Source: an optimization exercise on an open RTL-to-GDS flow (aim: small area). Production flows keep margins and buffers that such runs may drop. The RTL was checked by simulation tests, not by an equivalence proof against the original design. The clock input has no modelled driver; a real chip could not lean on it and would need a root buffer or a full tree. Power figures rest on the tool's default switching activity, not on a simulated workload.

Setup of rev 12:
==> flow/design.v (excerpt) <==
module processor(control_mem, enable, clk, reset_b, data_in, data_out, memory_assign, error, control_out);
Settings: LEC_CHECK=0, ABC_AREA=1, CAP_MARGIN=0, CORE_MARGIN=2, CORE_UTILIZATION=40, GPL_TIMING_DRIVEN=0, SLEW_MARGIN=0; clock period 5.0 ns.
standard.sh (not shown) runs the stock make flow with config.mk's settings and CLKGATE_MAP_FILE= SYNTH_SCRIPT=/design/flow/synth_recipe.tcl, a recipe that flattens the netlist after the stock synthesis.
==> flow/flow/run.sh <==
#!/bin/bash
# Layout flow: the standard ORFS flow with three changes.
#  1. Synthesis is synth_recipe.tcl, but ORFS's synth.tcl is sourced from a copy whose
#     ABC call uses flow/abc_area_nf.script (area-oriented &nf mapping) in place of ORFS's
#     script. Everything before ABC (including flip-flop mapping) is unchanged, so the
#     registers are the standard synthesis's.
#  2. Port buffers are sky130_fd_sc_hd__buf_1.
#  3. CTS uses clkbuf_4 and inserts no dummy loads.
set -euo pipefail
W=$PWD
sed 's|log_cmd abc {\*}$abc_args|lset abc_args 1 $::env(MY_ABC_SCRIPT)\n  log_cmd abc {*}$abc_args|' \
  "$FLOW_HOME/scripts/synth.tcl" > "$W/my_orfs_synth.tcl"
grep -q 'lset abc_args 1' "$W/my_orfs_synth.tcl"
sed "s|source \$::env(SCRIPTS_DIR)/synth.tcl|source $W/my_orfs_synth.tcl|" \
  "$W/synth_recipe.tcl" > "$W/my_synth.tcl"
grep -q "source $W/my_orfs_synth.tcl" "$W/my_synth.tcl"
export MY_ABC_SCRIPT="$W/flow/abc_area_nf.script"
bash "$W/standard.sh" finish \
  SYNTH_SCRIPT="$W/my_synth.tcl" \
  "BUFFER_PORTS_ARGS=-buffer_cell sky130_fd_sc_hd__buf_1" \
  "CTS_ARGS=-sink_clustering_enable -repair_clock_nets -sink_clustering_size 30 -sink_clustering_max_diameter 100 -buf_list sky130_fd_sc_hd__clkbuf_4 -dont_use_dummy_load" \
  > "$W/flow_make.log" 2>&1
==> flow/flow/abc_area_nf.script <==
&get -n
&st
&dc2
&dc2
&st
&dch -f
&nf -a -R 1000 -C 32
&st
&dc2
&dch -f
&nf -a -R 1000 -C 32
&put
For rev 13, these inputs were changed with respect to rev 12:
==> flow/flow/abc_area_nf.script <==
&get -n
&st
&dch -f
&nf -a
&put
## What came out
The final layouts of rev 13 and rev 12 pass the timing, DRC and antenna checks. Rev 13 against rev 12: fill cell total of the finished layout moved up, overall power after layout moved up, top-level port count level, gate count after technology mapping moved up. Taking rev 12 as the reference, in rev 13 number of multi-input logic gates has decreased, arrival time of the worst setup path lost 0.03 ns, number of vias per cell after detailed routing -0.68%.


Another version of the RTL of processor (not shown whole).
Size: about 450 cells after synthesis, about 120 flip-flops, about 29 I/O pins, ~0.0056 mm^2 of cells after synthesis.
export LEC_CHECK = 0
export ABC_AREA = 1
export CAP_MARGIN = 0
export CORE_MARGIN = 2
export CORE_UTILIZATION = 40
export SLEW_MARGIN = 0
create_clock -name core_clock -period 5.0 [get_ports {clk}]
==> flow/flow/abc_area_nf.script <==
&get -n
&st
&dch -f
&nf -a
&put
Scripts as last shown in full above: flow/flow/run.sh
The starting point went through all stages and came out clean.
Change:
==> flow/run.sh (new file) <==
#!/bin/bash
# synth_recipe.tcl (not shown) runs the flow's synth.tcl, then flattens the netlist and writes it again
# the make line also repeats each setting of config.mk as NAME=value (left out here)
make -C /OpenROAD-flow-scripts/flow DESIGN_CONFIG=/design/flow/config.mk WORK_HOME=/design/flow/orfs CLKGATE_MAP_FILE= SYNTH_SCRIPT=/design/flow/synth_recipe.tcl finish
Settings changed: CAP_MARGIN 0 to 20, SLEW_MARGIN 0 to 20.
removed: flow/flow/run.sh
removed: flow/flow/abc_area_nf.script
removed: flow/standard.sh
Total power climbs by 50%.
Die area climbs by 8.1%.
Final cell count climbs by 27%.
Final area climbs by 15%.
Core utilization climbs by 3.6 points.
Wire length climbs by 23%.


The RTL this note starts from:
==> flow/design.v <==
module processor(control_mem, enable, clk, reset_b, data_in, data_out, memory_assign, error, control_out);
input [2:0] control_mem;
input [2:0] control_out;
input clk;
input reset_b;
input [7:0] data_in;
input enable;
output [7:0] data_out;
output memory_assign;
output [2:0] error;
reg [7:0] data_out;
reg memory_assign;
reg [2:0] error;
localparam [5:0] NOP = 6'b001_000;  
reg [7:0] a, b, c, r0, r1;
reg [5:0] prog [0:7];
reg [5:0] ir;
reg [5:0] dec;
reg [2:0] count;
reg [2:0] count_assign;
reg count_mem;
wire [1:0] e_op = data_in[7:6];
wire [1:0] e_x  = data_in[5:4];
wire [1:0] e_y  = data_in[3:2];
wire e_m0 = data_in[1];
wire e_m1 = data_in[0];
wire e_xm = e_x[1] & e_x[0];
wire e_ym = e_y[1] & e_y[0];
wire e_mov = e_op[1] | e_op[0];
wire e_legal = (e_xm == (e_op[1] & e_op[0])) & (e_ym == (e_op[1] & ~e_op[0]));
wire e_err = e_mov & ~e_legal;
wire e_fx = e_err | (e_xm ? e_m0 : e_mov);
wire e_fy = e_err | (e_ym ? e_m1 : (e_xm & e_mov));
wire [5:0] enc = {e_x & {2{~e_err}}, e_fx, e_y & {2{~e_err}}, e_fy};
wire [1:0] dx = dec[5:4];
wire fx = dec[3];
wire [1:0] dy = dec[2:1];
wire fy = dec[0];
wire xm = dx[1] & dx[0];
wire ym = dy[1] & dy[0];
wire ill = ~xm & ~ym & fy;
wire mov = ~ill & ((~xm & fx) | (xm & ~ym & fy));
wire add = ~ill & ~mov;
wire ya = ~dy[1] & ~dy[0];
wire yb = ~dy[1] &  dy[0];
wire yc =  dy[1] & ~dy[0];
wire y0 = ym & ~fy;
wire y1 = ym &  fy;
wire [7:0] ybus = ({8{ya}} & a) | ({8{yb}} & b) | ({8{yc}} & c) | ({8{y0}} & r0) | ({8{y1}} & r1);
wire xa = ~dx[1] & ~dx[0];
wire xb = ~dx[1] &  dx[0];
wire xc =  dx[1] & ~dx[0];
wire x0 = xm & ~fx;
wire x1 = xm &  fx;
wire [7:0] xbus = {8{add}} & (({8{xa}} & a) | ({8{xb}} & b) | ({8{xc}} & c) | ({8{x0}} & r0) | ({8{x1}} & r1));
wire [8:0] cy;
wire [7:0] sum;
assign cy[0] = 1'b0;
genvar gi;
generate for (gi = 0; gi < 8; gi = gi + 1) begin : add_bit
	assign sum[gi] = xbus[gi] ^ ybus[gi] ^ cy[gi];
	assign cy[gi+1] = (xbus[gi] & ybus[gi]) | (cy[gi] & (xbus[gi] ^ ybus[gi]));
end endgenerate
wire we_a  = enable & (add | (mov & xa));
wire we_b  = enable & mov & xb;
wire we_c  = enable & mov & xc;
wire we_r0 = enable & mov & x0;
wire we_r1 = enable & mov & x1;
wire [7:0] cnt_oh = 8'b1 << count;
reg [5:0] prog_rd;
integer pi;
always @(*) begin
	prog_rd = 6'b0;
	for (pi = 0; pi < 8; pi = pi + 1) prog_rd = prog_rd | ({6{cnt_oh[pi]}} & prog[pi]);
end
wire ld_a  = (control_mem == 3'd0);
wire ld_b  = (control_mem == 3'd1);
wire ld_c  = (control_mem == 3'd2);
wire ld_m  = (control_mem == 3'd3);
wire ld_p  = (control_mem == 3'd4);
function [7:0] nxt;
	input w, l;
	input [7:0] wv, q;
	nxt = ({8{w}} & wv) | ({8{~w & l}} & data_in) | ({8{~w & ~l}} & q);
endfunction
wire rw = reset_b;
always @(posedge clk) begin
	a  <= nxt(rw & we_a,  rw & ld_a, sum, a);
	b  <= nxt(rw & we_b,  rw & ld_b, ybus, b);
	c  <= nxt(rw & we_c,  rw & ld_c, ybus, c);
	r0 <= nxt(rw & we_r0, rw & ld_m & ~count_mem, ybus, r0);
	r1 <= nxt(rw & we_r1, rw & ld_m & count_mem, ybus, r1);
end
wire so_a = rw & (control_out == 3'd0);
wire so_b = rw & (control_out == 3'd1);
wire so_c = rw & (control_out == 3'd2);
always @(posedge clk)
	data_out <= ({8{so_a}} & a) | ({8{so_b}} & b) | ({8{so_c}} & c) | ({8{~rw}} & data_out);
always @(posedge clk) begin
	if (!reset_b) begin
		count <= 3'b000;
		count_assign <= 3'b000;
		count_mem <= 1'b0;
		memory_assign <= 1'b0;
		error <= 3'b000;
		ir <= NOP;
		dec <= NOP;
	end else begin
		memory_assign <= ~control_mem[2] | (control_mem[1:0] == 2'b00);
		if (ld_m) count_mem <= 1'b1;
		if (ld_p) begin
			prog[count_assign] <= enc;
			if (count_assign != 3'b100) count_assign <= {count_assign[1:0], count_assign[2] ^ (count_assign[1] | ~count_assign[0])};
		end
		if (enable) begin
			ir <= prog_rd;
			if (count != count_assign) count <= {count[1:0], count[2] ^ (count[1] | ~count[0])};
		end
		dec <= ir;
		if (enable & ill) error <= error + 3'b001;
	end
end
endmodule
clock: 5.0 ns
lec_check: 0
abc_area: 1
cap_margin: 0
core_margin: 2
core_utilization: 40
gpl_timing_driven: 0
slew_margin: 0
==> flow/flow/run.sh <==
#!/bin/bash
# Layout flow: the standard ORFS flow with these changes.
#  1. Synthesis is synth_recipe.tcl, but ORFS's synth.tcl is sourced from a copy whose
#     ABC call uses flow/abc_area_nf.script (area-oriented &nf mapping) in place of ORFS's
#     script. Everything before ABC (including flip-flop mapping) is unchanged, so the
#     registers are the standard synthesis's.
#  2. Port buffers are sky130_fd_sc_hd__buf_1.
#  3. The clock tree is built by flow/manual_cts.tcl (ORFS's PRE_CTS_TCL hook):
#     clk port -> one clkbuf_4 -> 14 clkbuf_4, each driving a balanced k-means
#     cluster of flip-flops. The rest of ORFS's CTS step (legalisation, timing
#     repair) runs as usual.
set -euo pipefail
W=$PWD
sed 's|log_cmd abc {\*}$abc_args|lset abc_args 1 $::env(MY_ABC_SCRIPT)\n  log_cmd abc {*}$abc_args|' \
  "$FLOW_HOME/scripts/synth.tcl" > "$W/my_orfs_synth.tcl"
grep -q 'lset abc_args 1' "$W/my_orfs_synth.tcl"
sed "s|source \$::env(SCRIPTS_DIR)/synth.tcl|source $W/my_orfs_synth.tcl|" \
  "$W/synth_recipe.tcl" > "$W/my_synth.tcl"
grep -q "source $W/my_orfs_synth.tcl" "$W/my_synth.tcl"
export MY_ABC_SCRIPT="$W/flow/abc_area_nf.script"
export MCTS_LEAVES=14
export MCTS_LEAF_BUF=sky130_fd_sc_hd__clkbuf_4
export MCTS_ROOT_BUF=sky130_fd_sc_hd__clkbuf_4
bash "$W/standard.sh" finish \
  SYNTH_SCRIPT="$W/my_synth.tcl" \
  "BUFFER_PORTS_ARGS=-buffer_cell sky130_fd_sc_hd__buf_1" \
  PRE_CTS_TCL="$W/flow/manual_cts.tcl" \
  > "$W/flow_make.log" 2>&1
==> flow/flow/manual_cts.tcl <==
# PRE_CTS_TCL hook: builds the clock tree by hand and turns the following
# clock_tree_synthesis call into a no-op. Tree: clk port -> one root buffer
# -> MCTS_LEAVES leaf buffers, each driving one k-means cluster of flip-flops.
set K $::env(MCTS_LEAVES)
set leaf_master $::env(MCTS_LEAF_BUF)
set root_master $::env(MCTS_ROOT_BUF)

set db [ord::get_db]
set block [ord::get_db_block]
set clk_net [$block findNet clk]
set sinks {}
foreach it [$clk_net getITerms] {
  lappend sinks $it
}
puts "manual_cts: [llength $sinks] clock sinks, $K leaves"

# sink positions (instance centre)
set pts {}
foreach it $sinks {
  set b [[$it getInst] getBBox]
  lappend pts [list [expr {([$b xMin] + [$b xMax]) / 2.0}] [expr {([$b yMin] + [$b yMax]) / 2.0}]]
}
# k-means, seeded along the sorted x (then y) order
set n [llength $pts]
set order [lsort -real -index 0 [lmap p $pts {set p}]]
set cent {}
for {set k 0} {$k < $K} {incr k} {
  lappend cent [lindex $order [expr {int(($k + 0.5) * $n / $K)}]]
}
set cap [expr {int(ceil(double($n) / $K))}]
for {set iter 0} {$iter < 50} {incr iter} {
  # capacity-limited assignment: points with the largest regret first
  set items {}
  set i 0
  foreach p $pts {
    set ds {}
    for {set k 0} {$k < $K} {incr k} {
      set c [lindex $cent $k]
      lappend ds [list $k [expr {abs([lindex $p 0] - [lindex $c 0]) + abs([lindex $p 1] - [lindex $c 1])}]]
    }
    set ds [lsort -real -index 1 $ds]
    set regret [expr {[lindex $ds end 1] - [lindex $ds 0 1]}]
    lappend items [list $i $regret $ds]
    incr i
  }
  set items [lsort -real -decreasing -index 1 $items]
  set asg [lrepeat $n 0]
  set fill [lrepeat $K 0]
  foreach item $items {
    foreach kd [lindex $item 2] {
      set k [lindex $kd 0]
      if {[lindex $fill $k] < $cap} {
        lset asg [lindex $item 0] $k
        lset fill $k [expr {[lindex $fill $k] + 1}]
        break
      }
    }
  }
  set newc {}
  for {set k 0} {$k < $K} {incr k} {
    set sx 0; set sy 0; set m 0
    foreach p $pts a $asg {
      if {$a == $k} { set sx [expr {$sx + [lindex $p 0]}]; set sy [expr {$sy + [lindex $p 1]}]; incr m }
    }
    if {$m > 0} { lappend newc [list [expr {$sx / $m}] [expr {$sy / $m}]] } else { lappend newc [lindex $cent $k] }
  }
  set cent $newc
}

proc mk_buf {block master name x y} {
  set m [[ord::get_db] findMaster $master]
  set inst [odb::dbInst_create $block $m $name]
  $inst setLocation [expr {int($x)}] [expr {int($y)}]
  $inst setPlacementStatus PLACED
  return $inst
}

# root buffer at the centre of the leaf buffers
set rx 0; set ry 0
foreach c $cent { set rx [expr {$rx + [lindex $c 0]}]; set ry [expr {$ry + [lindex $c 1]}] }
set rx [expr {$rx / $K}]; set ry [expr {$ry / $K}]
set root [mk_buf $block $root_master clkbuf_root $rx $ry]
set root_net [odb::dbNet_create $block clk_root]
$root_net setSigType CLOCK
[$root findITerm A] connect $clk_net
[$root findITerm X] connect $root_net

for {set k 0} {$k < $K} {incr k} {
  set c [lindex $cent $k]
  set lb [mk_buf $block $leaf_master clkbuf_leaf_$k [lindex $c 0] [lindex $c 1]]
  set ln [odb::dbNet_create $block clk_leaf_$k]
  $ln setSigType CLOCK
  [$lb findITerm A] connect $root_net
  [$lb findITerm X] connect $ln
  set cnt 0
  foreach it $sinks a $asg {
    if {$a == $k} { $it disconnect; $it connect $ln; incr cnt }
  }
  puts "manual_cts: leaf $k at $c drives $cnt sinks"
}

set_propagated_clock [all_clocks]
rename clock_tree_synthesis orig_clock_tree_synthesis
proc clock_tree_synthesis {args} { puts "manual_cts: clock tree built by hand, clock_tree_synthesis skipped" }
Other scripts of this flow, unchanged in this note and not shown: flow/flow/abc_area_nf.script
The starting point completed without violations.
Next try:
--- a/flow/flow/run.sh
+++ b/flow/flow/run.sh
@@ -7,5 +7,5 @@
 #  2. Port buffers are sky130_fd_sc_hd__buf_1.
 #  3. The clock tree is built by flow/manual_cts.tcl (ORFS's PRE_CTS_TCL hook):
-#     clk port -> one clkbuf_4 -> 14 clkbuf_4, each driving a balanced k-means
+#     clk port -> one clkbuf_4 -> 13 clkbuf_4, each driving a balanced k-means
 #     cluster of flip-flops. The rest of ORFS's CTS step (legalisation, timing
 #     repair) runs as usual.
@@ -19,5 +19,5 @@
 grep -q "source $W/my_orfs_synth.tcl" "$W/my_synth.tcl"
 export MY_ABC_SCRIPT="$W/flow/abc_area_nf.script"
-export MCTS_LEAVES=14
+export MCTS_LEAVES=13
 export MCTS_LEAF_BUF=sky130_fd_sc_hd__clkbuf_4
 export MCTS_ROOT_BUF=sky130_fd_sc_hd__clkbuf_4
First-iteration DRC count goes up by 0.53%.
Die area does not change.
Power drops by 0.48%.
Final cell count stays the same.
In every run of this note, the design's own scripts or RTL, not TritonCTS, make the clock network.

-- afterwards: timing with drivers on the ports --
The flow's constraints put no driver on any port. The routed layouts listed below were extracted and timed again, unchanged, in two steps. Step 1, drivers: a clkbuf_16 drives clk and a buf_2 each remaining input, both assumed. Step 2 adds t to the input delays and takes it off the output delays; t is the mean of the earliest and latest rising clock arrival at the registers after step 1. Input paths then give back, and output paths get back, about the clock's delay inside the block. Slacks: ideal / step 1 / step 2; pairs: ideal / step 1.
run	t (ns)	setup WS [ns]	hold slack, ns	cell pins on the clock port's net
rev 12	0.522	0.326 / 0.326 / 0.326	0.447 / 0.447 / 0.447	1
rev 13	0.537	0.428 / 0.428 / 0.428	0.447 / 0.447 / 0.447	1
the first run of note 2	0.549	0.300 / 0.300 / 0.300	0.466 / 0.466 / 0.466	1
the second run of note 2	0.461	0.593 / 0.593 / 0.593	0.443 / 0.443 / 0.443	1
the first run of note 3	0.568	0.343 / 0.343 / 0.343	0.432 / 0.432 / 0.432	1
the second run of note 3	0.556	0.347 / 0.347 / 0.347	0.446 / 0.446 / 0.446	1
After both steps every run listed still meets setup and hold.
